What follows belongs to an exercise in optimizing a design on an open flow for small area; a production flow would make more cautious choices. Only simulation tests tie the RTL to the original design; equivalence was not proved. No driver is modelled on the clock port, so clock power and skew are understated where the tree is cut down; a real chip needs a root buffer or a tree. No activity file was given, so power comes from the tool's default toggle rates.

== 01-19 ==
==> flow/design.v (excerpt) <==
module onewire_controller (
    input        clk,
    input        rst,
    input        start,
    input        led_on,
    input [55:0] rom_code,
    output reg   busy,
    output wire  done,
    output wire  error,
    input  wire  dq_in,
    output wire  dq_oe
);
For scale: about 24 flip-flops, about 1500 um2 of cells after synthesis.
export LEC_CHECK = 0
export ABC_AREA = 1
export CAP_MARGIN = 20
export CORE_MARGIN = 2
export CORE_UTILIZATION = 40
export SLEW_MARGIN = 20
create_clock -name core_clock -period 10.0 [get_ports {clk}]
standard.sh (not shown) runs the stock make flow with config.mk's settings and CLKGATE_MAP_FILE= SYNTH_SCRIPT=/design/flow/synth_recipe.tcl, a recipe that flattens the netlist after the stock synthesis.
==> flow/flow/run.sh <==
#!/bin/bash
# Standard ORFS layout with an own combinational mapping in synthesis
# (flow/synth.tcl) and the ports buffered by buf_1.
set -euo pipefail
HERE=$(cd "$(dirname "${BASH_SOURCE[0]}")" && pwd)
export FLOW_SYNTH_TCL=$PWD/synth_recipe.tcl
bash standard.sh "SYNTH_SCRIPT=$HERE/synth.tcl" 'BUFFER_PORTS_ARGS=-buffer_cell sky130_fd_sc_hd__buf_1' 'CTS_ARGS=-sink_clustering_enable -repair_clock_nets -dont_use_dummy_load -buf_list sky130_fd_sc_hd__clkbuf_8 -root_buf sky130_fd_sc_hd__clkbuf_8' finish > make_finish.log 2>&1
==> flow/flow/abc.script <==
strash; dch -f; amap; strash; dch -f; amap
==> flow/flow/mux4map.v <==
module \$_MUX4_ (A, B, C, D, S, T, Y);
input A, B, C, D, S, T; output Y;
sky130_fd_sc_hd__mux4_2 _TECHMAP_REPLACE_ (.A0(A), .A1(B), .A2(C), .A3(D), .S0(S), .S1(T), .X(Y));
endmodule
==> flow/flow/synth.tcl <==
# The standard synthesis (synth_recipe.tcl), with two changes to the
# combinational mapping: 4:1 multiplexers are mapped to mux4 cells before ABC,
# and ABC runs an area-oriented script (abc.script beside this file).
set ::own_dir [file dirname [file normalize [info script]]]
proc abc {args} {
  yosys muxcover -mux4=200 -nopartial -nodecode
  yosys techmap -map $::own_dir/mux4map.v
  set i [lsearch -exact $args -script]
  if { $i >= 0 } { set args [lreplace $args [expr {$i + 1}] [expr {$i + 1}] $::own_dir/abc.script] }
  yosys abc {*}$args
}
source $::env(FLOW_SYNTH_TCL)
01-19 finished all stages; the layout is clean.
> inputs changed (01-19 -> 02-27)
==> flow/flow/run.sh <==
#!/bin/bash
# Standard ORFS layout (standard.sh) with these changes:
#  - synthesis: flow/synth.tcl maps 4:1 multiplexers to mux4 cells and runs an
#    area-oriented ABC script; no adder extraction (ADDER_MAP_FILE empty), so ABC
#    maps the counters' incrementers itself;
#  - ports are buffered by buf_1 instead of clkdlybuf4s50_1;
#  - the clock tree is built from clkbuf_8 only, without dummy loads.
set -euo pipefail
HERE=$(cd "$(dirname "${BASH_SOURCE[0]}")" && pwd)
export FLOW_SYNTH_TCL=$PWD/synth_recipe.tcl
bash standard.sh \
  "SYNTH_SCRIPT=$HERE/synth.tcl" \
  'ADDER_MAP_FILE=' \
  'BUFFER_PORTS_ARGS=-buffer_cell sky130_fd_sc_hd__buf_1' \
  'CTS_ARGS=-sink_clustering_enable -repair_clock_nets -dont_use_dummy_load -buf_list sky130_fd_sc_hd__clkbuf_8 -root_buf sky130_fd_sc_hd__clkbuf_8' \
  finish > make_finish.log 2>&1
==> results.txt <==
- Re part of the total power dissipated in the clock network: 02-27 is 20 points down on 01-19.
- 02-27 ends up with a post-synthesis to final-layout area growth that is 1.5 points higher than in 01-19.
- When the final numbers for 01-19 and 02-27 were put side by side, the critical path depth turned out to be smaller in 02-27.
- Relative to 01-19, the total power of 02-27 is higher by 260 uW.
- Relative to 01-19, final critical-path share of the clock period has increased by 2.7 points in 02-27.
- 01-19 -> 02-27: cell area decreased by a few percent
- Sequential fraction of total cell area is lower on 01-19

* * *

oak:
The RTL this note starts from:
==> flow/design.v <==
module onewire_controller (
    input        clk,
    input        rst,
    input        start,
    input        led_on,
    input [55:0] rom_code,
    output wire  busy,
    output wire  done,
    output wire  error,
    input  wire  dq_in,
    output wire  dq_oe
);
    reg [6:0] t;
    reg [6:0] b;
    reg [7:0] crc;
    reg       pres;
    reg       run;      
    wire wrap   = t[6] & t[3] & ~t[2];                
    wire rph    = b[6] & b[5];                         
    wire window = rph & b[4] & (b[3] | b[2] | (b[1] & b[0]));    
    wire pulse  = rph & ~window;                       
    wire ext    = b[2] & b[1] & b[0] & ((b[5] & b[4] & b[3]) | ~(b[5] | b[4] | b[3]));
    wire [63:0] tbl = {rom_code, 8'h55};
    wire dbit = b[6] ? (b[3] ? led_on : crc[0]) : tbl[b[5:0]];
    wire fb   = (crc[0] ^ dbit) & (b[6] | b[5] | b[4] | b[3]);
    wire [6:0] reload = {ext, ext | rph, ext, ext, ext | rph, ext & ~rph, ext & ~b[6]};
    wire late    = ~b[6] & ~b[5] & ~b[3] & t[6] & t[5] & t[1];
    wire end_err = late & ~t[0] & ~pres;
    wire [6:0] b_next = busy ? b + {6'd0, wrap} : 7'd102;
    always @(posedge clk) begin
        t <= busy ? (wrap ? reload : t + 7'd1) : 7'd35;
        {b[6], b[4:0]} <= {b_next[6], b_next[4:0]};
        if (wrap)    
            crc <= {fb, crc[7:5], crc[4:3] ^ {2{fb}}, crc[2:1]};
        pres <= ~busy | (~pulse & (pres | (~dq_in & window)));
    end
    always @(posedge clk or posedge rst) begin
        if (rst) begin
            run  <= 1'b0;
            b[5] <= 1'b1;
        end else begin
            run  <= busy ? ~end_err : start;
            b[5] <= b_next[5];
        end
    end
    assign done  = b[6] & ~b[5] & b[4];        
    assign busy  = run & ~done;
    assign error = late & ~pres;
    wire slot_oe = ~rph & ((t == 7'd0) | (~dbit & ~t[6] & ~(t[5] & t[4] & t[3] & t[2])));
    assign dq_oe = busy & ((pulse & ~pres) | slot_oe);
endmodule
clock: 10.0 ns
lec_check: 0
abc_area: 1
cap_margin: 0
core_margin: 2
core_utilization: 40
gpl_timing_driven: 0
slew_margin: 0
==> flow/flow/run.sh <==
#!/bin/bash
# Standard ORFS layout (standard.sh) with these changes:
#  - synthesis: flow/synth.tcl maps 4:1 multiplexers to mux4 cells and runs an
#    area-oriented ABC script; no adder extraction (ADDER_MAP_FILE empty), so ABC
#    maps the counters' incrementers itself;
#  - ports are buffered by buf_1 instead of clkdlybuf4s50_1;
#  - CTS uses clkbuf_16 without dummy loads, and flow/post_cts.tcl then leaves
#    one clkbuf_16 driving all register clock pins.
set -euo pipefail
HERE=$(cd "$(dirname "${BASH_SOURCE[0]}")" && pwd)
export FLOW_SYNTH_TCL=$PWD/synth_recipe.tcl
bash standard.sh \
  "SYNTH_SCRIPT=$HERE/synth.tcl" \
  'ADDER_MAP_FILE=' \
  'BUFFER_PORTS_ARGS=-buffer_cell sky130_fd_sc_hd__buf_1' \
  'CTS_ARGS=-sink_clustering_enable -repair_clock_nets -dont_use_dummy_load -buf_list sky130_fd_sc_hd__clkbuf_16 -root_buf sky130_fd_sc_hd__clkbuf_16' \
  "POST_CTS_TCL=$HERE/post_cts.tcl" \
  finish > make_finish.log 2>&1
==> flow/flow/post_cts.tcl <==
# Run after CTS (POST_CTS_TCL): collapse the clock tree that CTS built into its
# root buffer, so one buffer drives every register clock pin, and move that buffer
# to the middle of its sinks.
set block [ord::get_db_block]
set clk_net [$block findNet clk]
set root ""
foreach it [$clk_net getITerms] {
  if { [$it isInputSignal] } { set root [$it getInst] }
}
if { $root ne "" } {
  set root_out [[$root findITerm X] getNet]
  set again 1
  while { $again } {
    set again 0
    foreach it [$root_out getITerms] {
      set inst [$it getInst]
      if { $inst eq $root } { continue }
      if { [string match sky130_fd_sc_hd__clkbuf_* [[$inst getMaster] getName]] } {
        set out [[$inst findITerm X] getNet]
        foreach s [$out getITerms] {
          if { [$s getInst] ne $inst } { $s disconnect; $s connect $root_out }
        }
        odb::dbInst_destroy $inst
        odb::dbNet_destroy $out
        set again 1
        break
      }
    }
  }
  set sx 0; set sy 0; set ns 0
  foreach it [$root_out getITerms] {
    set inst [$it getInst]
    if { $inst eq $root } { continue }
    set loc [$inst getLocation]
    incr sx [lindex $loc 0]; incr sy [lindex $loc 1]; incr ns
  }
  if { $ns > 0 } {
    $root setPlacementStatus PLACED
    $root setLocation [expr {$sx / $ns}] [expr {$sy / $ns}]
    detailed_placement
    check_placement -verbose
  }
  puts "post_cts: $ns sinks on [$root_out getName], driven by [$root getName] ([[$root getMaster] getName])"
  estimate_parasitics -placement
}
Scripts as last shown in full above: flow/flow/abc.script, flow/flow/mux4map.v, flow/flow/synth.tcl
Here is what was changed in the inputs of pine compared with oak.
diff --git a/flow/config.mk b/flow/config.mk
--- a/flow/config.mk
+++ b/flow/config.mk
@@ -8,3 +8,3 @@
 export ABC_AREA = 1
-export CAP_MARGIN = 0
+export CAP_MARGIN = 20
 export CORE_MARGIN = 2
@@ -12,2 +12,2 @@
 export GPL_TIMING_DRIVEN = 0
-export SLEW_MARGIN = 0
+export SLEW_MARGIN = 20
Comparing oak with pine, the part of the power in combinational logic came out essentially unchanged.
oak leaves more setup margin than pine.
Across both runs, final net count was higher for pine than for oak.
Compared with oak, in pine total power draw comparable; wire length reported by the detailed router comparable.
Re wire length of the first global-routing pass: oak and pine aren't equal, and the lower value belongs to oak.
Diff oak..pine | share of the synthesized area in compound gates (AO/OA/AOI/OAI) | unchanged
oak and pine ended up with nearly the same count of clock buffers in the final design.

[afterwards: timing with drivers on the ports]
How much do the figures lean on ideal ports? The routed layouts below were timed once more, with nothing changed but the port constraints. Step 1 (the two cells are an assumption about what drives the block):
set clk [get_ports {clk}]
set_driving_cell -lib_cell sky130_fd_sc_hd__clkbuf_16 $clk
set_driving_cell -lib_cell sky130_fd_sc_hd__buf_2 [delete_from_list [all_inputs] $clk]
Step 2 moves the port delays by t, midway between the first and last clock arrival at a register: inputs arrive t later, outputs are due t later. That takes back most of the time a late clock gives input paths. Three values: ideal ports, drivers, drivers and shift; two values: the first two.
run | shift t [ns] | setup slack, ns | worst setup path at the end
01-19 | 0.279 | 3.663 / 3.639 / 3.639 | input to output
02-27 | 0.280 | 3.392 / 3.372 / 3.372 | input to output
oak | 0.178 | 3.554 / 3.533 / 3.533 | input to output
pine | 0.177 | 3.492 / 3.469 / 3.469 | input to output
After both steps every run listed still meets setup and hold. The setup slack of 01-19, which loses most, moves by -0.024 ns with the drivers and by -0.024 ns with both steps.
